This is an optimization exercise on Yosys and OpenROAD, whose aim is small area and a short achievable clock period, not a production implementation. Only the layout flow was run in this run; the RTL was not checked for function there.

[config.mk]
export PLATFORM = sky130hd
export DESIGN_NAME = SIMD
export DESIGN_NICKNAME = SIMD
export VERILOG_FILES = /design/flow/design.v
export SDC_FILE = /design/flow/constraint.sdc
export NUM_CORES = 4
export LEC_CHECK = 0
export CAP_MARGIN = 20
export CORE_MARGIN = 2
export CORE_UTILIZATION = 40
export SETUP_SLACK_MARGIN = 5
export SLEW_MARGIN = 20
[constraint.sdc]
create_clock -name core_clock -period 10.0 [get_ports {clk}]
set_input_delay 2.0000 -clock core_clock [delete_from_list [all_inputs] [get_ports {clk}]]
set_output_delay 2.0000 -clock core_clock [all_outputs]
set_load 0.01 [all_outputs]
[design.v]
module simd_addsub(
input  [15:0] a,
input  [15:0] b,
input  [1:0]  w,
input         sub,
output [15:0] s
);
wire [15:0] y = sub ? ~b : b;
wire p1 = (w != 2'd0);
wire p2 = (w == 2'd2);
wire [20:0] fx = {a[15:12], p1 | sub, a[11:8], p2 | sub, a[7:4], p1 | sub, a[3:0], sub};
wire [20:0] fy = {y[15:12], ~p1 & sub, y[11:8], ~p2 & sub, y[7:4], ~p1 & sub, y[3:0], sub};
wire [20:0] fs = fx + fy;
assign s = {fs[19:16], fs[14:11], fs[9:6], fs[4:1]};
endmodule
module simd_booth_enc(
  input  [15:0] b,
  input         m4, m8, m16,
  output [7:0]  one, two, neg
);
  wire nm4 = ~m4, nm8 = ~m8, nm16 = ~m16;
  assign one[0] = b[0];
  assign two[0] = b[1] & ~b[0];
  assign neg[0] = b[1];
  wire bm1 = b[1];
  assign one[1] = b[2] ^ bm1;
  assign two[1] = (b[3] & ~b[2] & ~bm1) | (~b[3] & b[2] & bm1);
  assign neg[1] = b[3];
  wire bm2 = (b[3] & nm4);
  assign one[2] = b[4] ^ bm2;
  assign two[2] = (b[5] & ~b[4] & ~bm2) | (~b[5] & b[4] & bm2);
  assign neg[2] = b[5];
  wire bm3 = b[5];
  assign one[3] = b[6] ^ bm3;
  assign two[3] = (b[7] & ~b[6] & ~bm3) | (~b[7] & b[6] & bm3);
  assign neg[3] = b[7];
  wire bm4 = (b[7] & m16);
  assign one[4] = b[8] ^ bm4;
  assign two[4] = (b[9] & ~b[8] & ~bm4) | (~b[9] & b[8] & bm4);
  assign neg[4] = b[9];
  wire bm5 = b[9];
  assign one[5] = b[10] ^ bm5;
  assign two[5] = (b[11] & ~b[10] & ~bm5) | (~b[11] & b[10] & bm5);
  assign neg[5] = b[11];
  wire bm6 = (b[11] & nm4);
  assign one[6] = b[12] ^ bm6;
  assign two[6] = (b[13] & ~b[12] & ~bm6) | (~b[13] & b[12] & bm6);
  assign neg[6] = b[13];
  wire bm7 = b[13];
  assign one[7] = b[14] ^ bm7;
  assign two[7] = (b[15] & ~b[14] & ~bm7) | (~b[15] & b[14] & bm7);
  assign neg[7] = b[15];
endmodule
module simd_mul(
  input  [15:0] a,
  input  [7:0]  one, two, neg,
  input  [15:0] c,
  input  [3:0]  q,
  input         m4, m8, m16,
  output [31:0] p
);
  wire nm4 = ~m4, nm8 = ~m8, nm16 = ~m16;
  wire t0 = (one[0] & a[0]) ^ neg[0];
  wire t1 = ((one[0] & a[1]) | (two[0] & a[0])) ^ neg[0];
  wire t2 = ((one[0] & a[2]) | (two[0] & a[1])) ^ neg[0];
  wire t3 = ((one[0] & a[3]) | (two[0] & a[2])) ^ neg[0];
  wire t4 = (m4 & (~(((one[0] | two[0]) & a[3]) ^ neg[0]))) | (nm4 & (((one[0] & a[4]) | (two[0] & a[3])) ^ neg[0]));
  wire t5 = one[0] & nm4;
  wire t6 = two[0] & nm4;
  wire t7 = neg[0] & nm4;
  wire t8 = ((t5 & a[5]) | (t6 & a[4])) ^ t7;
  wire t9 = ((t5 & a[6]) | (t6 & a[5])) ^ t7;
  wire t10 = ((t5 & a[7]) | (t6 & a[6])) ^ t7;
  wire t11 = (m8 & (~(((one[0] | two[0]) & a[7]) ^ neg[0]))) | (m16 & (((one[0] & a[8]) | (two[0] & a[7])) ^ neg[0]));
  wire t12 = one[0] & m16;
  wire t13 = two[0] & m16;
  wire t14 = neg[0] & m16;
  wire t15 = ((t12 & a[9]) | (t13 & a[8])) ^ t14;
  wire t16 = ((t12 & a[10]) | (t13 & a[9])) ^ t14;
  wire t17 = ((t12 & a[11]) | (t13 & a[10])) ^ t14;
  wire t18 = ((t12 & a[12]) | (t13 & a[11])) ^ t14;
  wire t19 = ((t12 & a[13]) | (t13 & a[12])) ^ t14;
  wire t20 = ((t12 & a[14]) | (t13 & a[13])) ^ t14;
  wire t21 = ((t12 & a[15]) | (t13 & a[14])) ^ t14;
  wire t22 = m16 & ~(((t12 | t13) & a[15]) ^ t14);
  wire t23 = (one[1] & a[0]) ^ neg[1];
  wire t24 = ((one[1] & a[1]) | (two[1] & a[0])) ^ neg[1];
  wire t25 = ((one[1] & a[2]) | (two[1] & a[1])) ^ neg[1];
  wire t26 = ((one[1] & a[3]) | (two[1] & a[2])) ^ neg[1];
  wire t27 = (m4 & (~(((one[1] | two[1]) & a[3]) ^ neg[1]))) | (nm4 & (((one[1] & a[4]) | (two[1] & a[3])) ^ neg[1]));
  wire t28 = one[1] & nm4;
  wire t29 = two[1] & nm4;
  wire t30 = neg[1] & nm4;
  wire t31 = ((t28 & a[5]) | (t29 & a[4])) ^ t30;
  wire t32 = ((t28 & a[6]) | (t29 & a[5])) ^ t30;
  wire t33 = ((t28 & a[7]) | (t29 & a[6])) ^ t30;
  wire t34 = (m8 & (~(((one[1] | two[1]) & a[7]) ^ neg[1]))) | (m16 & (((one[1] & a[8]) | (two[1] & a[7])) ^ neg[1]));
  wire t35 = one[1] & m16;
  wire t36 = two[1] & m16;
  wire t37 = neg[1] & m16;
  wire t38 = ((t35 & a[9]) | (t36 & a[8])) ^ t37;
  wire t39 = ((t35 & a[10]) | (t36 & a[9])) ^ t37;
  wire t40 = ((t35 & a[11]) | (t36 & a[10])) ^ t37;
  wire t41 = ((t35 & a[12]) | (t36 & a[11])) ^ t37;
  wire t42 = ((t35 & a[13]) | (t36 & a[12])) ^ t37;
  wire t43 = ((t35 & a[14]) | (t36 & a[13])) ^ t37;
  wire t44 = ((t35 & a[15]) | (t36 & a[14])) ^ t37;
  wire t45 = m16 & ~(((t35 | t36) & a[15]) ^ t37);
  wire t46 = one[2] & nm4;
  wire t47 = two[2] & nm4;
  wire t48 = neg[2] & nm4;
  wire t49 = (t46 & a[0]) ^ t48;
  wire t50 = ((t46 & a[1]) | (t47 & a[0])) ^ t48;
  wire t51 = ((t46 & a[2]) | (t47 & a[1])) ^ t48;
  wire t52 = ((t46 & a[3]) | (t47 & a[2])) ^ t48;
  wire t53 = (m4 & ((one[2] & a[4]) ^ neg[2])) | (nm4 & (((one[2] & a[4]) | (two[2] & a[3])) ^ neg[2]));
  wire t54 = ((one[2] & a[5]) | (two[2] & a[4])) ^ neg[2];
  wire t55 = ((one[2] & a[6]) | (two[2] & a[5])) ^ neg[2];
  wire t56 = ((one[2] & a[7]) | (two[2] & a[6])) ^ neg[2];
  wire t57 = (nm16 & (~(((one[2] | two[2]) & a[7]) ^ neg[2]))) | (m16 & (((one[2] & a[8]) | (two[2] & a[7])) ^ neg[2]));
  wire t58 = one[2] & m16;
  wire t59 = two[2] & m16;
  wire t60 = neg[2] & m16;
  wire t61 = ((t58 & a[9]) | (t59 & a[8])) ^ t60;
  wire t62 = ((t58 & a[10]) | (t59 & a[9])) ^ t60;
  wire t63 = ((t58 & a[11]) | (t59 & a[10])) ^ t60;
  wire t64 = ((t58 & a[12]) | (t59 & a[11])) ^ t60;
  wire t65 = ((t58 & a[13]) | (t59 & a[12])) ^ t60;
  wire t66 = ((t58 & a[14]) | (t59 & a[13])) ^ t60;
  wire t67 = ((t58 & a[15]) | (t59 & a[14])) ^ t60;
  wire t68 = m16 & ~(((t58 | t59) & a[15]) ^ t60);
  wire t69 = one[3] & nm4;
  wire t70 = two[3] & nm4;
  wire t71 = neg[3] & nm4;
  wire t72 = (t69 & a[0]) ^ t71;
  wire t73 = ((t69 & a[1]) | (t70 & a[0])) ^ t71;
  wire t74 = ((t69 & a[2]) | (t70 & a[1])) ^ t71;
  wire t75 = ((t69 & a[3]) | (t70 & a[2])) ^ t71;
  wire t76 = (m4 & ((one[3] & a[4]) ^ neg[3])) | (nm4 & (((one[3] & a[4]) | (two[3] & a[3])) ^ neg[3]));
  wire t77 = ((one[3] & a[5]) | (two[3] & a[4])) ^ neg[3];
  wire t78 = ((one[3] & a[6]) | (two[3] & a[5])) ^ neg[3];
  wire t79 = ((one[3] & a[7]) | (two[3] & a[6])) ^ neg[3];
  wire t80 = (nm16 & (~(((one[3] | two[3]) & a[7]) ^ neg[3]))) | (m16 & (((one[3] & a[8]) | (two[3] & a[7])) ^ neg[3]));
  wire t81 = one[3] & m16;
  wire t82 = two[3] & m16;
  wire t83 = neg[3] & m16;
  wire t84 = ((t81 & a[9]) | (t82 & a[8])) ^ t83;
  wire t85 = ((t81 & a[10]) | (t82 & a[9])) ^ t83;
  wire t86 = ((t81 & a[11]) | (t82 & a[10])) ^ t83;
  wire t87 = ((t81 & a[12]) | (t82 & a[11])) ^ t83;
  wire t88 = ((t81 & a[13]) | (t82 & a[12])) ^ t83;
  wire t89 = ((t81 & a[14]) | (t82 & a[13])) ^ t83;
  wire t90 = ((t81 & a[15]) | (t82 & a[14])) ^ t83;
  wire t91 = m16 & ~(((t81 | t82) & a[15]) ^ t83);
  wire t92 = one[4] & m16;
  wire t93 = two[4] & m16;
  wire t94 = neg[4] & m16;
  wire t95 = (t92 & a[0]) ^ t94;
  wire t96 = ((t92 & a[1]) | (t93 & a[0])) ^ t94;
  wire t97 = ((t92 & a[2]) | (t93 & a[1])) ^ t94;
  wire t98 = ((t92 & a[3]) | (t93 & a[2])) ^ t94;
  wire t99 = ((t92 & a[4]) | (t93 & a[3])) ^ t94;
  wire t100 = ((t92 & a[5]) | (t93 & a[4])) ^ t94;
  wire t101 = ((t92 & a[6]) | (t93 & a[5])) ^ t94;
  wire t102 = ((t92 & a[7]) | (t93 & a[6])) ^ t94;
  wire t103 = (nm16 & ((one[4] & a[8]) ^ neg[4])) | (m16 & (((one[4] & a[8]) | (two[4] & a[7])) ^ neg[4]));
  wire t104 = ((one[4] & a[9]) | (two[4] & a[8])) ^ neg[4];
  wire t105 = ((one[4] & a[10]) | (two[4] & a[9])) ^ neg[4];
  wire t106 = ((one[4] & a[11]) | (two[4] & a[10])) ^ neg[4];
  wire t107 = (m4 & (~(((one[4] | two[4]) & a[11]) ^ neg[4]))) | (nm4 & (((one[4] & a[12]) | (two[4] & a[11])) ^ neg[4]));
  wire t108 = one[4] & nm4;
  wire t109 = two[4] & nm4;
  wire t110 = neg[4] & nm4;
  wire t111 = ((t108 & a[13]) | (t109 & a[12])) ^ t110;
  wire t112 = ((t108 & a[14]) | (t109 & a[13])) ^ t110;
  wire t113 = ((t108 & a[15]) | (t109 & a[14])) ^ t110;
  wire t114 = nm4 & ~(((t108 | t109) & a[15]) ^ t110);
  wire t115 = one[5] & m16;
  wire t116 = two[5] & m16;
  wire t117 = neg[5] & m16;
  wire t118 = (t115 & a[0]) ^ t117;
  wire t119 = ((t115 & a[1]) | (t116 & a[0])) ^ t117;
  wire t120 = ((t115 & a[2]) | (t116 & a[1])) ^ t117;
  wire t121 = ((t115 & a[3]) | (t116 & a[2])) ^ t117;
  wire t122 = ((t115 & a[4]) | (t116 & a[3])) ^ t117;
  wire t123 = ((t115 & a[5]) | (t116 & a[4])) ^ t117;
  wire t124 = ((t115 & a[6]) | (t116 & a[5])) ^ t117;
  wire t125 = ((t115 & a[7]) | (t116 & a[6])) ^ t117;
  wire t126 = (nm16 & ((one[5] & a[8]) ^ neg[5])) | (m16 & (((one[5] & a[8]) | (two[5] & a[7])) ^ neg[5]));
  wire t127 = ((one[5] & a[9]) | (two[5] & a[8])) ^ neg[5];
  wire t128 = ((one[5] & a[10]) | (two[5] & a[9])) ^ neg[5];
  wire t129 = ((one[5] & a[11]) | (two[5] & a[10])) ^ neg[5];
  wire t130 = (m4 & (~(((one[5] | two[5]) & a[11]) ^ neg[5]))) | (nm4 & (((one[5] & a[12]) | (two[5] & a[11])) ^ neg[5]));
  wire t131 = one[5] & nm4;
  wire t132 = two[5] & nm4;
  wire t133 = neg[5] & nm4;
  wire t134 = ((t131 & a[13]) | (t132 & a[12])) ^ t133;
  wire t135 = ((t131 & a[14]) | (t132 & a[13])) ^ t133;
  wire t136 = ((t131 & a[15]) | (t132 & a[14])) ^ t133;
  wire t137 = nm4 & ~(((t131 | t132) & a[15]) ^ t133);
  wire t138 = one[6] & m16;
  wire t139 = two[6] & m16;
  wire t140 = neg[6] & m16;
  wire t141 = (t138 & a[0]) ^ t140;
  wire t142 = ((t138 & a[1]) | (t139 & a[0])) ^ t140;
  wire t143 = ((t138 & a[2]) | (t139 & a[1])) ^ t140;
  wire t144 = ((t138 & a[3]) | (t139 & a[2])) ^ t140;
  wire t145 = ((t138 & a[4]) | (t139 & a[3])) ^ t140;
  wire t146 = ((t138 & a[5]) | (t139 & a[4])) ^ t140;
  wire t147 = ((t138 & a[6]) | (t139 & a[5])) ^ t140;
  wire t148 = ((t138 & a[7]) | (t139 & a[6])) ^ t140;
  wire t149 = (m8 & ((one[6] & a[8]) ^ neg[6])) | (m16 & (((one[6] & a[8]) | (two[6] & a[7])) ^ neg[6]));
  wire t150 = one[6] & nm4;
  wire t151 = two[6] & nm4;
  wire t152 = neg[6] & nm4;
  wire t153 = ((t150 & a[9]) | (t151 & a[8])) ^ t152;
  wire t154 = ((t150 & a[10]) | (t151 & a[9])) ^ t152;
  wire t155 = ((t150 & a[11]) | (t151 & a[10])) ^ t152;
  wire t156 = (m4 & ((one[6] & a[12]) ^ neg[6])) | (nm4 & (((one[6] & a[12]) | (two[6] & a[11])) ^ neg[6]));
  wire t157 = ((one[6] & a[13]) | (two[6] & a[12])) ^ neg[6];
  wire t158 = ((one[6] & a[14]) | (two[6] & a[13])) ^ neg[6];
  wire t159 = ((one[6] & a[15]) | (two[6] & a[14])) ^ neg[6];
  wire t160 = ~(((one[6] | two[6]) & a[15]) ^ neg[6]);
  wire t161 = one[7] & m16;
  wire t162 = two[7] & m16;
  wire t163 = neg[7] & m16;
  wire t164 = (t161 & a[0]) ^ t163;
  wire t165 = ((t161 & a[1]) | (t162 & a[0])) ^ t163;
  wire t166 = ((t161 & a[2]) | (t162 & a[1])) ^ t163;
  wire t167 = ((t161 & a[3]) | (t162 & a[2])) ^ t163;
  wire t168 = ((t161 & a[4]) | (t162 & a[3])) ^ t163;
  wire t169 = ((t161 & a[5]) | (t162 & a[4])) ^ t163;
  wire t170 = ((t161 & a[6]) | (t162 & a[5])) ^ t163;
  wire t171 = ((t161 & a[7]) | (t162 & a[6])) ^ t163;
  wire t172 = (m8 & ((one[7] & a[8]) ^ neg[7])) | (m16 & (((one[7] & a[8]) | (two[7] & a[7])) ^ neg[7]));
  wire t173 = one[7] & nm4;
  wire t174 = two[7] & nm4;
  wire t175 = neg[7] & nm4;
  wire t176 = ((t173 & a[9]) | (t174 & a[8])) ^ t175;
  wire t177 = ((t173 & a[10]) | (t174 & a[9])) ^ t175;
  wire t178 = ((t173 & a[11]) | (t174 & a[10])) ^ t175;
  wire t179 = (m4 & ((one[7] & a[12]) ^ neg[7])) | (nm4 & (((one[7] & a[12]) | (two[7] & a[11])) ^ neg[7]));
  wire t180 = ((one[7] & a[13]) | (two[7] & a[12])) ^ neg[7];
  wire t181 = ((one[7] & a[14]) | (two[7] & a[13])) ^ neg[7];
  wire t182 = ((one[7] & a[15]) | (two[7] & a[14])) ^ neg[7];
  wire t183 = ~(((one[7] | two[7]) & a[15]) ^ neg[7]);
  wire t184 = (m4 & neg[0]) | (m8 & neg[0]) | (m16 & neg[0]);
  wire t185 = (m4 & c[0]) | (m8 & c[0]) | (m16 & c[0]);
  wire t186 = (m4 & c[1]) | (m8 & c[1]) | (m16 & c[1]);
  wire t187 = (m4 & neg[1]) | (m8 & neg[1]) | (m16 & neg[1]);
  wire t188 = (m4 & c[2]) | (m8 & c[2]) | (m16 & c[2]);
  wire t189 = (m4 & c[3]) | (m8 & c[3]) | (m16 & c[3]);
  wire t190 = (m4 & ~c[3]) | (m8 & neg[2]) | (m16 & neg[2]);
  wire t191 = (m8 & c[4]) | (m16 & c[4]);
  wire t192 = (m8 & c[5]) | (m16 & c[5]) | m4;
  wire t193 = (m8 & neg[3]) | (m16 & neg[3]);
  wire t194 = (m8 & c[6]) | (m16 & c[6]);
  wire t195 = (m4 & q[0]) | (m8 & c[7]) | (m16 & c[7]);
  wire t196 = (m4 & neg[2]) | (m8 & ~c[7]) | (m16 & neg[4]);
  wire t197 = (m4 & c[4]) | (m16 & c[8]);
  wire t198 = (m4 & c[5]) | (m16 & c[9]) | m8;
  wire t199 = (m4 & neg[3]) | (m16 & neg[5]);
  wire t200 = (m4 & c[6]) | (m16 & c[10]);
  wire t201 = (m4 & c[7]) | (m16 & c[11]) | m8;
  wire t202 = (m4 & ~c[7]) | (m16 & neg[6]);
  wire t203 = (m16 & c[12]);
  wire t204 = (m16 & c[13]) | nm16;
  wire t205 = (m16 & neg[7]);
  wire t206 = (m16 & c[14]);
  wire t207 = (m4 & q[1]) | (m8 & q[1]) | (m16 & c[15]);
  wire t208 = (m4 & neg[4]) | (m8 & neg[4]) | (m16 & ~c[15]);
  wire t209 = (m4 & c[8]) | (m8 & c[8]);
  wire t210 = (m4 & c[9]) | (m8 & c[9]) | m16;
  wire t211 = (m4 & neg[5]) | (m8 & neg[5]);
  wire t212 = (m4 & c[10]) | (m8 & c[10]);
  wire t213 = (m4 & c[11]) | (m8 & c[11]) | m16;
  wire t214 = (m4 & ~c[11]) | (m8 & neg[6]);
  wire t215 = (m8 & c[12]);
  wire t216 = (m8 & c[13]) | nm8;
  wire t217 = (m8 & neg[7]);
  wire t218 = (m8 & c[14]);
  wire t219 = (m4 & q[2]) | (m8 & c[15]) | m16;
  wire t220 = (m4 & neg[6]) | (m8 & ~c[15]);
  wire t221 = (m4 & c[12]);
  wire t222 = (m4 & c[13]) | nm4;
  wire t223 = (m4 & neg[7]);
  wire t224 = (m4 & c[14]);
  wire t225 = (m4 & c[15]) | nm4;
  wire t226 = (m4 & ~c[15]);
  wire t227 = 1'b1;
  wire t228 = (m4 & q[3]) | (m8 & q[3]) | (m16 & q[3]);
  wire t229 = t184 ^ t185;
  wire t230 = t184 & t185;
  wire t231 = t186 ^ t1;
  wire t232 = t186 & t1;
  wire fs233, fc233;
  assign {fc233, fs233} = {1'b0, t187} + {1'b0, t188} + {1'b0, t2};
  wire t234 = t23 ^ t232;
  wire t235 = t23 & t232;
  wire fs236, fc236;
  assign {fc236, fs236} = {1'b0, t189} + {1'b0, t3} + {1'b0, t24};
  wire t237 = fc233 ^ t235;
  wire t238 = fc233 & t235;
  wire fs239, fc239;
  assign {fc239, fs239} = {1'b0, t190} + {1'b0, t191} + {1'b0, t25};
  wire fs240, fc240;
  assign {fc240, fs240} = {1'b0, t49} + {1'b0, t4} + {1'b0, fc236};
  wire t241 = fs239 ^ t238;
  wire t242 = fs239 & t238;
  wire fs243, fc243;
  assign {fc243, fs243} = {1'b0, t192} + {1'b0, t8} + {1'b0, t26};
  wire fs244, fc244;
  assign {fc244, fs244} = {1'b0, t50} + {1'b0, fc239} + {1'b0, fs243};
  wire t245 = fc240 ^ t242;
  wire t246 = fc240 & t242;
  wire fs247, fc247;
  assign {fc247, fs247} = {1'b0, t193} + {1'b0, t194} + {1'b0, t9};
  wire fs248, fc248;
  assign {fc248, fs248} = {1'b0, t51} + {1'b0, t72} + {1'b0, t27};
  wire fs249, fc249;
  assign {fc249, fs249} = {1'b0, fc243} + {1'b0, fs247} + {1'b0, fs248};
  wire t250 = fc244 ^ t246;
  wire t251 = fc244 & t246;
  wire fs252, fc252;
  assign {fc252, fs252} = {1'b0, t10} + {1'b0, t31} + {1'b0, t52};
  wire t253 = fc252 & nm4;
  wire fs254, fc254;
  assign {fc254, fs254} = {1'b0, t73} + {1'b0, t195} + {1'b0, fc247};
  wire t255 = fc254 & nm4;
  wire fs256, fc256;
  assign {fc256, fs256} = {1'b0, fs252} + {1'b0, fc248} + {1'b0, fs254};
  wire t257 = fc256 & nm4;
  wire t258 = fc249 ^ t251;
  wire t259 = fc249 & t251;
  wire t260 = t259 & nm4;
  wire fs261, fc261;
  assign {fc261, fs261} = {1'b0, t196} + {1'b0, t197} + {1'b0, t32};
  wire fs262, fc262;
  assign {fc262, fs262} = {1'b0, t74} + {1'b0, t95} + {1'b0, t11};
  wire fs263, fc263;
  assign {fc263, fs263} = {1'b0, t53} + {1'b0, fs261} + {1'b0, t253};
  wire fs264, fc264;
  assign {fc264, fs264} = {1'b0, fs262} + {1'b0, t255} + {1'b0, fs263};
  wire t265 = t257 ^ fs264;
  wire t266 = t257 & fs264;
  wire fs267, fc267;
  assign {fc267, fs267} = {1'b0, t198} + {1'b0, t15} + {1'b0, t33};
  wire fs268, fc268;
  assign {fc268, fs268} = {1'b0, t54} + {1'b0, t75} + {1'b0, t96};
  wire fs269, fc269;
  assign {fc269, fs269} = {1'b0, fc261} + {1'b0, fs267} + {1'b0, fs268};
  wire fs270, fc270;
  assign {fc270, fs270} = {1'b0, fc262} + {1'b0, fs269} + {1'b0, fc263};
  wire t271 = fc264 ^ fs270;
  wire t272 = fc264 & fs270;
  wire fs273, fc273;
  assign {fc273, fs273} = {1'b0, t199} + {1'b0, t200} + {1'b0, t16};
  wire fs274, fc274;
  assign {fc274, fs274} = {1'b0, t55} + {1'b0, t97} + {1'b0, t118};
  wire fs275, fc275;
  assign {fc275, fs275} = {1'b0, t34} + {1'b0, t76} + {1'b0, fc267};
  wire fs276, fc276;
  assign {fc276, fs276} = {1'b0, fc268} + {1'b0, fs273} + {1'b0, fs274};
  wire fs277, fc277;
  assign {fc277, fs277} = {1'b0, fc269} + {1'b0, fs275} + {1'b0, fs276};
  wire t278 = fs277 ^ fc270;
  wire t279 = fs277 & fc270;
  wire fs280, fc280;
  assign {fc280, fs280} = {1'b0, t201} + {1'b0, t17} + {1'b0, t38};
  wire fs281, fc281;
  assign {fc281, fs281} = {1'b0, t56} + {1'b0, t77} + {1'b0, t98};
  wire fs282, fc282;
  assign {fc282, fs282} = {1'b0, t119} + {1'b0, fc273} + {1'b0, fc274};
  wire fs283, fc283;
  assign {fc283, fs283} = {1'b0, fs280} + {1'b0, fs281} + {1'b0, fc275};
  wire fs284, fc284;
  assign {fc284, fs284} = {1'b0, fc276} + {1'b0, fs282} + {1'b0, fc277};
  wire t285 = fs283 ^ t279;
  wire t286 = fs283 & t279;
  wire fs287, fc287;
  assign {fc287, fs287} = {1'b0, t202} + {1'b0, t203} + {1'b0, t18};
  wire fs288, fc288;
  assign {fc288, fs288} = {1'b0, t39} + {1'b0, t78} + {1'b0, t99};
  wire fs289, fc289;
  assign {fc289, fs289} = {1'b0, t120} + {1'b0, t141} + {1'b0, t57};
  wire fs290, fc290;
  assign {fc290, fs290} = {1'b0, fc280} + {1'b0, fc281} + {1'b0, fs287};
  wire fs291, fc291;
  assign {fc291, fs291} = {1'b0, fs288} + {1'b0, fs289} + {1'b0, fc282};
  wire fs292, fc292;
  assign {fc292, fs292} = {1'b0, fs290} + {1'b0, fc283} + {1'b0, fs291};
  wire t293 = fc284 ^ fs292;
  wire t294 = fc284 & fs292;
  wire fs295, fc295;
  assign {fc295, fs295} = {1'b0, t204} + {1'b0, t19} + {1'b0, t40};
  wire fs296, fc296;
  assign {fc296, fs296} = {1'b0, t61} + {1'b0, t79} + {1'b0, t100};
  wire fs297, fc297;
  assign {fc297, fs297} = {1'b0, t121} + {1'b0, t142} + {1'b0, fc287};
  wire fs298, fc298;
  assign {fc298, fs298} = {1'b0, fc288} + {1'b0, fs295} + {1'b0, fs296};
  wire fs299, fc299;
  assign {fc299, fs299} = {1'b0, fc289} + {1'b0, fc290} + {1'b0, fs297};
  wire fs300, fc300;
  assign {fc300, fs300} = {1'b0, fs298} + {1'b0, fc291} + {1'b0, fs299};
  wire t301 = fc292 ^ fs300;
  wire t302 = fc292 & fs300;
  wire fs303, fc303;
  assign {fc303, fs303} = {1'b0, t205} + {1'b0, t206} + {1'b0, t20};
  wire fs304, fc304;
  assign {fc304, fs304} = {1'b0, t41} + {1'b0, t62} + {1'b0, t101};
  wire fs305, fc305;
  assign {fc305, fs305} = {1'b0, t122} + {1'b0, t143} + {1'b0, t164};
  wire fs306, fc306;
  assign {fc306, fs306} = {1'b0, t80} + {1'b0, fc295} + {1'b0, fc296};
  wire fs307, fc307;
  assign {fc307, fs307} = {1'b0, fs303} + {1'b0, fs304} + {1'b0, fs305};
  wire fs308, fc308;
  assign {fc308, fs308} = {1'b0, fc297} + {1'b0, fc298} + {1'b0, fs306};
  wire fs309, fc309;
  assign {fc309, fs309} = {1'b0, fs307} + {1'b0, fc299} + {1'b0, fs308};
  wire t310 = fc300 ^ fs309;
  wire t311 = fc300 & fs309;
  wire fs312, fc312;
  assign {fc312, fs312} = {1'b0, t21} + {1'b0, t42} + {1'b0, t63};
  wire t313 = fc312 & m16;
  wire fs314, fc314;
  assign {fc314, fs314} = {1'b0, t84} + {1'b0, t102} + {1'b0, t123};
  wire t315 = fc314 & m16;
  wire fs316, fc316;
  assign {fc316, fs316} = {1'b0, t144} + {1'b0, t165} + {1'b0, t207};
  wire t317 = fc316 & m16;
  wire fs318, fc318;
  assign {fc318, fs318} = {1'b0, fc303} + {1'b0, fc304} + {1'b0, fc305};
  wire t319 = fc318 & m16;
  wire fs320, fc320;
  assign {fc320, fs320} = {1'b0, fs312} + {1'b0, fs314} + {1'b0, fc306};
  wire t321 = fc320 & m16;
  wire fs322, fc322;
  assign {fc322, fs322} = {1'b0, fc307} + {1'b0, fs316} + {1'b0, fs318};
  wire t323 = fc322 & m16;
  wire fs324, fc324;
  assign {fc324, fs324} = {1'b0, fc308} + {1'b0, fs320} + {1'b0, fs322};
  wire t325 = fc324 & m16;
  wire t326 = fc309 ^ fs324;
  wire t327 = fc309 & fs324;
  wire t328 = t327 & m16;
  wire fs329, fc329;
  assign {fc329, fs329} = {1'b0, t208} + {1'b0, t209} + {1'b0, t22};
  wire fs330, fc330;
  assign {fc330, fs330} = {1'b0, t43} + {1'b0, t64} + {1'b0, t85};
  wire fs331, fc331;
  assign {fc331, fs331} = {1'b0, t124} + {1'b0, t145} + {1'b0, t166};
  wire fs332, fc332;
  assign {fc332, fs332} = {1'b0, t103} + {1'b0, fs329} + {1'b0, fs330};
  wire fs333, fc333;
  assign {fc333, fs333} = {1'b0, fs331} + {1'b0, t313} + {1'b0, t315};
  wire fs334, fc334;
  assign {fc334, fs334} = {1'b0, fs332} + {1'b0, t317} + {1'b0, t319};
  wire fs335, fc335;
  assign {fc335, fs335} = {1'b0, fs333} + {1'b0, t321} + {1'b0, t323};
  wire fs336, fc336;
  assign {fc336, fs336} = {1'b0, fs334} + {1'b0, t325} + {1'b0, fs335};
  wire fs337, fc337;
  assign {fc337, fs337} = {1'b0, t210} + {1'b0, t44} + {1'b0, t65};
  wire fs338, fc338;
  assign {fc338, fs338} = {1'b0, t86} + {1'b0, t104} + {1'b0, t125};
  wire fs339, fc339;
  assign {fc339, fs339} = {1'b0, t146} + {1'b0, t167} + {1'b0, fc329};
  wire fs340, fc340;
  assign {fc340, fs340} = {1'b0, fc330} + {1'b0, fc331} + {1'b0, fs337};
  wire fs341, fc341;
  assign {fc341, fs341} = {1'b0, fs338} + {1'b0, fc332} + {1'b0, fs339};
  wire fs342, fc342;
  assign {fc342, fs342} = {1'b0, fs340} + {1'b0, fc333} + {1'b0, fs341};
  wire fs343, fc343;
  assign {fc343, fs343} = {1'b0, fc334} + {1'b0, fs342} + {1'b0, fc335};
  wire fs344, fc344;
  assign {fc344, fs344} = {1'b0, t211} + {1'b0, t212} + {1'b0, t45};
  wire fs345, fc345;
  assign {fc345, fs345} = {1'b0, t66} + {1'b0, t87} + {1'b0, t105};
  wire fs346, fc346;
  assign {fc346, fs346} = {1'b0, t147} + {1'b0, t168} + {1'b0, t126};
  wire fs347, fc347;
  assign {fc347, fs347} = {1'b0, fc337} + {1'b0, fc338} + {1'b0, fs344};
  wire fs348, fc348;
  assign {fc348, fs348} = {1'b0, fs345} + {1'b0, fs346} + {1'b0, fc339};
  wire fs349, fc349;
  assign {fc349, fs349} = {1'b0, fc340} + {1'b0, fs347} + {1'b0, fc341};
  wire fs350, fc350;
  assign {fc350, fs350} = {1'b0, fs348} + {1'b0, fc342} + {1'b0, fs349};
  wire fs351, fc351;
  assign {fc351, fs351} = {1'b0, t213} + {1'b0, t67} + {1'b0, t88};
  wire fs352, fc352;
  assign {fc352, fs352} = {1'b0, t106} + {1'b0, t127} + {1'b0, t148};
  wire fs353, fc353;
  assign {fc353, fs353} = {1'b0, t169} + {1'b0, fc344} + {1'b0, fc345};
  wire fs354, fc354;
  assign {fc354, fs354} = {1'b0, fs351} + {1'b0, fs352} + {1'b0, fc346};
  wire fs355, fc355;
  assign {fc355, fs355} = {1'b0, fc347} + {1'b0, fs353} + {1'b0, fs354};
  wire fs356, fc356;
  assign {fc356, fs356} = {1'b0, fc348} + {1'b0, fs355} + {1'b0, fc349};
  wire fs357, fc357;
  assign {fc357, fs357} = {1'b0, t214} + {1'b0, t215} + {1'b0, t68};
  wire fs358, fc358;
  assign {fc358, fs358} = {1'b0, t89} + {1'b0, t128} + {1'b0, t170};
  wire fs359, fc359;
  assign {fc359, fs359} = {1'b0, t107} + {1'b0, t149} + {1'b0, fc351};
  wire fs360, fc360;
  assign {fc360, fs360} = {1'b0, fc352} + {1'b0, fs357} + {1'b0, fs358};
  wire fs361, fc361;
  assign {fc361, fs361} = {1'b0, fc353} + {1'b0, fs359} + {1'b0, fs360};
  wire fs362, fc362;
  assign {fc362, fs362} = {1'b0, fc354} + {1'b0, fs361} + {1'b0, fc355};
  wire fs363, fc363;
  assign {fc363, fs363} = {1'b0, t216} + {1'b0, t90} + {1'b0, t111};
  wire fs364, fc364;
  assign {fc364, fs364} = {1'b0, t129} + {1'b0, t153} + {1'b0, t171};
  wire fs365, fc365;
  assign {fc365, fs365} = {1'b0, fc357} + {1'b0, fc358} + {1'b0, fs363};
  wire fs366, fc366;
  assign {fc366, fs366} = {1'b0, fs364} + {1'b0, fc359} + {1'b0, fc360};
  wire fs367, fc367;
  assign {fc367, fs367} = {1'b0, fs365} + {1'b0, fc361} + {1'b0, fs366};
  wire fs368, fc368;
  assign {fc368, fs368} = {1'b0, t217} + {1'b0, t218} + {1'b0, t91};
  wire fs369, fc369;
  assign {fc369, fs369} = {1'b0, t112} + {1'b0, t154} + {1'b0, t130};
  wire fs370, fc370;
  assign {fc370, fs370} = {1'b0, t172} + {1'b0, fc363} + {1'b0, fc364};
  wire fs371, fc371;
  assign {fc371, fs371} = {1'b0, fs368} + {1'b0, fs369} + {1'b0, fc365};
  wire fs372, fc372;
  assign {fc372, fs372} = {1'b0, fs370} + {1'b0, fc366} + {1'b0, fs371};
  wire fs373, fc373;
  assign {fc373, fs373} = {1'b0, t113} + {1'b0, t134} + {1'b0, t155};
  wire t374 = fc373 & nm4;
  wire fs375, fc375;
  assign {fc375, fs375} = {1'b0, t176} + {1'b0, t219} + {1'b0, fc368};
  wire t376 = fc375 & nm4;
  wire fs377, fc377;
  assign {fc377, fs377} = {1'b0, fs373} + {1'b0, fc369} + {1'b0, fc370};
  wire t378 = fc377 & nm4;
  wire fs379, fc379;
  assign {fc379, fs379} = {1'b0, fs375} + {1'b0, fc371} + {1'b0, fs377};
  wire t380 = fc379 & nm4;
  wire fs381, fc381;
  assign {fc381, fs381} = {1'b0, t220} + {1'b0, t221} + {1'b0, t114};
  wire fs382, fc382;
  assign {fc382, fs382} = {1'b0, t135} + {1'b0, t177} + {1'b0, t156};
  wire fs383, fc383;
  assign {fc383, fs383} = {1'b0, fs381} + {1'b0, t374} + {1'b0, fs382};
  wire fs384, fc384;
  assign {fc384, fs384} = {1'b0, t376} + {1'b0, fs383} + {1'b0, t378};
  wire fs385, fc385;
  assign {fc385, fs385} = {1'b0, t222} + {1'b0, t136} + {1'b0, t157};
  wire fs386, fc386;
  assign {fc386, fs386} = {1'b0, t178} + {1'b0, fc381} + {1'b0, fs385};
  wire fs387, fc387;
  assign {fc387, fs387} = {1'b0, fc382} + {1'b0, fs386} + {1'b0, fc383};
  wire fs388, fc388;
  assign {fc388, fs388} = {1'b0, t223} + {1'b0, t224} + {1'b0, t137};
  wire fs389, fc389;
  assign {fc389, fs389} = {1'b0, t158} + {1'b0, t179} + {1'b0, fc385};
  wire fs390, fc390;
  assign {fc390, fs390} = {1'b0, fs388} + {1'b0, fc386} + {1'b0, fs389};
  wire fs391, fc391;
  assign {fc391, fs391} = {1'b0, t225} + {1'b0, t159} + {1'b0, t180};
  wire fs392, fc392;
  assign {fc392, fs392} = {1'b0, fc388} + {1'b0, fs391} + {1'b0, fc389};
  wire fs393, fc393;
  assign {fc393, fs393} = {1'b0, t226} + {1'b0, t160} + {1'b0, t181};
  wire t394 = fc391 ^ fs393;
  wire t395 = fc391 & fs393;
  wire fs396, fc396;
  assign {fc396, fs396} = {1'b0, t227} + {1'b0, t182} + {1'b0, fc393};
  wire [34:0] fx = {t228, t183, t395, fc392, fc390, fc387, fc384, t380, nm4, fc372, fc367, fc362, fc356, fc350, fc343, fc336, t328, m16, t311, t302, t294, t286, fs284, t272, t266, t260, nm4, fs256, fs249, fs244, fs240, fs236, fs233, t230, t0};
  wire [34:0] fy = {1'b0, fc396, fs396, t394, fs392, fs390, fs387, fs384, 1'b0, fs379, fs372, fs367, fs362, fs356, fs350, fs343, fs336, 1'b0, t326, t310, t301, t293, t285, t278, t271, t265, 1'b0, t258, t250, t245, t241, t237, t234, t231, t229};
  wire [34:0] fs = fx + fy;
  assign p = {fs[34:27], fs[25:18], fs[16:9], fs[7:0]};
endmodule
module simd_shift(
input  [15:0] d,
input  [1:0]  w,
input         right,
input         arith,
output [15:0] q
);
wire s4 = (w == 2'd0);
wire s16 = (w == 2'd2);
wire [15:0] tops = {1'b1, 3'b0, s4, 3'b0, ~s16, 3'b0, s4, 3'b0};
wire [15:0] bots = {3'b0, s4, 3'b0, ~s16, 3'b0, s4, 3'b0, 1'b1};
wire [15:0] rsh = ({1'b0, d[15:1]} & ~tops) | (d & tops & {16{arith}});
wire [15:0] lsh = {d[14:0], 1'b0} & ~bots;
assign q = right ? rsh : lsh;
endmodule
module SIMD(
input [11:0] instruction,
input clk,
input rst,
output [31:0] outputvalue
);
reg  [11:0] cmd;             
reg  [255:0] rf;             
reg  [15:0] ra;              
reg  [7:0]  e_one, e_two, e_neg;    
reg  [15:0] e_c;             
reg  [3:0]  e_q;             
reg  [15:0] e_pre;           
reg  e_mul, e_m4, e_m8, e_m16;
reg  [3:0] e_dst;
reg  [15:0] res_l, res_h, out_l, out_h;
wire [3:0] op = cmd[11:8];
wire [1:0] w  = cmd[7:6];
wire [1:0] fc = cmd[5:4];
wire [1:0] fb = cmd[3:2];
wire [1:0] fa = cmd[1:0];
wire is_logic = (op[3:2] == 2'b10);
wire [3:0] addr_a = is_logic ? {fb, fa} : {w, fa};
wire [15:0] bank0 = rf[16*{w,2'd0} +: 16];
wire [15:0] bank1 = rf[16*{w,2'd1} +: 16];
wire [15:0] bank2 = rf[16*{w,2'd2} +: 16];
wire [15:0] bank3 = rf[16*{w,2'd3} +: 16];
wire [15:0] rd_a = rf[16*addr_a +: 16];
wire [15:0] rd_b = fb[1] ? (fb[0] ? bank3 : bank2) : (fb[0] ? bank1 : bank0);
wire [15:0] rd_c = fc[1] ? (fc[0] ? bank3 : bank2) : (fc[0] ? bank1 : bank0);
wire [15:0] as_out;
simd_addsub as(.a(rd_a), .b(rd_b), .w(w), .sub(op == 4'd1), .s(as_out));
wire [15:0] sh_out;
simd_shift sh(.d(rd_a), .w(w), .right(fb[0]), .arith(op == 4'd6), .q(sh_out));
wire [15:0] pre = ({16{op[3:1] == 3'd0}} & as_out)
                | ({16{(op == 4'd4) | (op == 4'd6)}} & sh_out)
                | ({16{op == 4'd8}}  & (rd_a & rd_c))
                | ({16{op == 4'd9}}  & (rd_a | rd_c))
                | ({16{op == 4'd10}} & (rd_a ^ rd_c))
                | ({16{op == 4'd11}} & ~rd_a);
wire m4 = (w == 2'd0), m8 = (w == 2'd1), m16 = w[1];
wire [7:0] one, two, neg;
simd_booth_enc be(.b(rd_b), .m4(m4), .m8(m8), .m16(m16), .one(one), .two(two), .neg(neg));
wire [3:0] par4 = {^rd_b[15:12], ^rd_b[11:8], ^rd_b[7:4], ^rd_b[3:0]};
wire [1:0] par8 = {par4[3] ^ par4[2], par4[1] ^ par4[0]};
wire par16 = par8[1] ^ par8[0];
wire [3:0] q;
assign q[0] = ~(rd_a[3] & par4[0]);
assign q[1] = m4 ? ~(rd_a[7] & par4[1]) : ~(rd_a[7] & par8[0]);
assign q[2] = ~(rd_a[11] & par4[2]);
assign q[3] = m4 ? ~(rd_a[15] & par4[3]) : m8 ? ~(rd_a[15] & par8[1]) : ~(rd_a[15] & par16);
always @(posedge clk) begin
  ra <= rd_a;
  e_one <= one;
  e_two <= two;
  e_neg <= neg;
  e_c <= (op == 4'd3) ? rd_c : 16'd0;
  e_q <= q;
  e_m4 <= m4;
  e_m8 <= m8;
  e_m16 <= m16;
  if (rst) begin
    cmd <= 12'd0;
    e_mul <= 1'b0;
    e_pre <= 16'd0;
    e_dst <= 4'd0;
  end else begin
    cmd <= instruction;
    e_mul <= (op[3:1] == 3'd1);
    e_pre <= pre;
    e_dst <= {w, fc};
  end
end
wire [31:0] prod;
simd_mul mu(.a(ra), .one(e_one), .two(e_two), .neg(e_neg), .c(e_c), .q(e_q),
            .m4(e_m4), .m8(e_m8), .m16(e_m16), .p(prod));
wire [15:0] res = e_mul ? prod[15:0] : e_pre;
wire [15:0] wd0 = res & ~{16{rst}};
wire [15:0] wd1 = res | {16{rst}};
integer i;
always @(posedge clk) begin
  res_l <= res;
  res_h <= {16{e_mul}} & prod[31:16];
  out_l <= res_l;
  out_h <= res_h;
  for (i = 0; i < 16; i = i + 1)
    if (rst | (e_dst == i))
      rf[16*i +: 16] <= (wd1 & rf_init(i)) | (wd0 & ~rf_init(i));
end
function [15:0] rf_init(input integer r);
  case (r)
    1:  rf_init = 16'b0001_1000_1000_0100;
    2:  rf_init = 16'b1110_0110_0110_1100;
    4:  rf_init = 16'b0010_0111_0100_1100;
    5:  rf_init = 16'b1101_1000_1000_0101;
    8:  rf_init = 16'b0001_0110_0100_1010;
    9:  rf_init = 16'b1111_1010_1010_0100;
    13: rf_init = 16'b0001_1000_1000_0100;
    default: rf_init = 16'b0;
  endcase
endfunction
assign outputvalue = {out_h, out_l};
endmodule
[run.sh]
#!/bin/bash
# synth_recipe.tcl (not shown) runs the flow's synth.tcl, then flattens the netlist and writes it again
# the make line also repeats each setting of config.mk as NAME=value (left out here)
make -C /OpenROAD-flow-scripts/flow DESIGN_CONFIG=/design/flow/config.mk WORK_HOME=/design/flow/orfs CLKGATE_MAP_FILE= SYNTH_SCRIPT=/design/flow/synth_recipe.tcl finish
==> out/metrics.csv <==
metric;value;unit
post-place-ws;3.38;ns
crit-reg2reg-launch;ra[5]$_DFF_P_;
drc_errors;0;
cts_max_path_buffers;3;
yosys.area_share.simple;8.43;%
fp.coreArea;0.0670;mm²
syn_area_per_cell;11.8;µm²
tritoncts;built;
synthAdderAreaFrac;13.8;%
syn_inst;2291;
max_slew_margin;32.8;%
worst_slack;4.87;ns
ys_seq_area_share;40.3;%
ant_nets;0;
fmax;0.195;GHz
finalWirelength;85.6;mm
syn-num-nets;2534;
die_x;264;µm
num_vias;19900;
drv_slew;0;
ios;46;
io_buffers;45;
status;complete, no violations;
layout-drive-gt1-share;26.2;%
synth_compound_area_share;10.7;%
worst_pin_slew;1.01;ns
grt_remaining_overflow;0;
synth-xor-area-share;6.64;%
grt_max_degree;69;
start_kind;flop;
yosys_warnings;1;
antenna_found_initial;0;
finalHoldViolCount;0;
tns;0;ns
dominantRegCellSynth;edfxtp_1;
async_flop_share;0;%
seqCellArea;0.0110;mm²
max-cap-violations;0;
n_antenna_cell;0;
wl_per_cell;26.1;µm
max_stage_delay;0.58;ns
synth.distinct_cells;74;
dr.pass1.iters;9;
cpMostUsedCell;fa_2;
min_path_type;reg -> reg;
cp.required;10.50;ns
n_fill_cell;5874;
rsz0062_at_grt;yes;
synthTopCellsByArea;edfxtp_1 (28%), mux4_2 (13%), dfxtp_1 (12%);
synth_mux_area_share;15.3;%
clk-insertion-delay-late;0.59;ns
synth_top_family_by_area;multiplexers;
syn_area;0.0270;mm²
numClockSinks;416;
cp_top_family;adder cells;
finClkSkew;0.0303;ns
via_per_inst;6.05;
path_clk_slew;0.06;ns
critical_path_class;reg -> reg;
finalSetupViolations;0;
grt_pass1_vias;20200;
chipHeight;264;µm
place_congestion;0.965;
cts_hold_buf;0;
ctsRootBufferMaster;clkbuf_16;
start_util;40.3;%
grt_usage;24.0;%
final_cell_mix;edfxtp_1 (256), nand2_1 (169), mux4_2 (157), xnor2_1 (144), inv_1 (142);
area_growth;19.4;%
ys_seq_elements;416;
fin_crit_sh;51.3;%
cts_max_level;2;
layout.cells.non_filler;3286;
synth_edf_count;256;
period_needed;5.13;ns
fin_area;0.0323;mm²
fp-row-count;95;
path_max_fanout;7;
drt_iter0_markers;2196;
critical-path-slowest-cell;fa_1;
synth_top_area_share;28.4;%
crit_chain;buf_12, a22oi_2, xnor2_1, nand2_1, fa_2, fa_1, fa_2, fa_2, nor2_2, fa_1, ha_4, and2_4, or3_1, o211ai_1, o21a_1, and2_4, o311ai_4, o31ai_2, mux2i_1;
startpoint;ra[5]$_DFF_P_;
cp.arrival;5.64;ns
dp_hpwl;56.9;mm
layout_commonest_cell;edfxtp_1;
dp_cells;3080;
final_nets;2619;
path_buf_inv;1;
dieArea;0.0697;mm²
place_area;0.0284;mm²
synth_top_cell_by_area;edfxtp_1;
grt_pass1_wl;127;mm
min_from;res_l[10]$_DFF_P_;
critPathCaptureType;flop;
multi_input_area;0.0159;mm²
cts_buffers;45;
==> cell families after synthesis <==
logic type,after synthesis
compound gates,419
xor+xnor,205
fa+ha+maj,229
buf+inv,336
flops,416
mux,208
simple gates,478
==> registers in the layout, indices dropped and copies added, names as in the netlist, 8 cells and up <==
name,cells
out_l,16
res_l,16
cmd,12
res_h,16
ra,16
e_two,8
e_pre,16
e_one,8
e_neg,8
e_c,16
rf,256
out_h,16
==> area by class of cell <==
cell class | count | share of cell area, %
Sequential cell | 416 | 34.1
Timing Repair Buffer | 223 | 6.91
Clock buffer | 48 | 3.55
Inverter | 146 | 1.71
Tap cell | 873 | 3.38
Multi-Input combinational cell | 1544 | 49.2
Clock inverter | 36 | 1.10
==> stage by stage <==
| step | utilization (%) | hold slack (ns) |
|---|---|---|
| floorplan | - | 0.310 |
| global placement | 42.4 | 0.310 |
| detailed placement | 42.4 | 0.312 |
| CTS | 46.9 | 0.320 |
| global route | 48.2 | 0.327 |
| finish | 48.2 | 0.323 |
==> final timing paths <==
path / slack [ns] / to / cells past startpoint
max reg2reg: 4.87 / res_h[13]$_DFF_P_ / 19
min reg2reg: 0.32 / out_l[10]$_DFF_P_ / 0
max: 4.87 / res_h[13]$_DFF_P_ / 19
min: 0.32 / out_l[10]$_DFF_P_ / 0
==> synth_stat cells (10+ instances only) <==
library cell,number
edfxtp_1,256
nand2_1,178
dfxtp_1,160
mux4_2,157
xnor2_1,149
inv_1,145
clkbuf_1,139
a22oi_1,128
fa_1,117
ha_1,112
nor2_1,103
a21oi_1,84
xor2_1,56
nor2b_1,53
o21ai_0,52
mux2i_1,36
nand2b_1,36
and2_1,30
buf_1,26
a21o_1,25
a221oi_1,21
nand3_1,21
a211oi_1,20
buf_2,17
o221ai_1,12
o21a_1,11
mux2_2,10
o211ai_1,10
==> timing repair <==
action,CTS,global route
setup endpoints to repair,173,161
hold endpoints to repair,0,0
buffers inserted,72,42
gates cloned,6,2
pin swaps,56,52
gates resized for setup,193,97
==> layer usage <==
| metal | wire [µm] | GRT usage [%] | vias up |
|---|---|---|---|
| li1 | - | - | 8486 |
| met1 | 32300 | 29.7 | 10000 |
| met2 | 42100 | 40.9 | 1067 |
| met3 | 6640 | 3.73 | 275 |
| met4 | 4600 | 11.9 | 0 |
| met5 | 0 | 0 | - |

static timing again, ports no longer ideal:
No port has a modelled driver above. Below, the same layout with a new extraction and two added sets of constraints.
Step 1 (the two cells are an assumption about what drives the block):
set clk [get_ports {clk}]
set_driving_cell -lib_cell sky130_fd_sc_hd__clkbuf_16 $clk
set_driving_cell -lib_cell sky130_fd_sc_hd__buf_2 [delete_from_list [all_inputs] $clk]
Step 2 times the ports against the registers' clock, not the clock port: input delays grow and output delays shrink by t, the midpoint of the rising clock arrivals with the driver on.
a / b / c = no drivers / after step 1 / after step 2; a / b = the first two.
t, ns: 0.641
slack for setup (ns): 4.867 / 4.867 / 4.867
clock arrival spread, ns: 0.030 / 0.030
worst slew at a driven data input, ns: 0.03
cell pins on the clock port's net: 1
After both steps this run still meets setup and hold. The setup slack of this run moves by 0.000 ns with the drivers and by 0.000 ns with both steps.
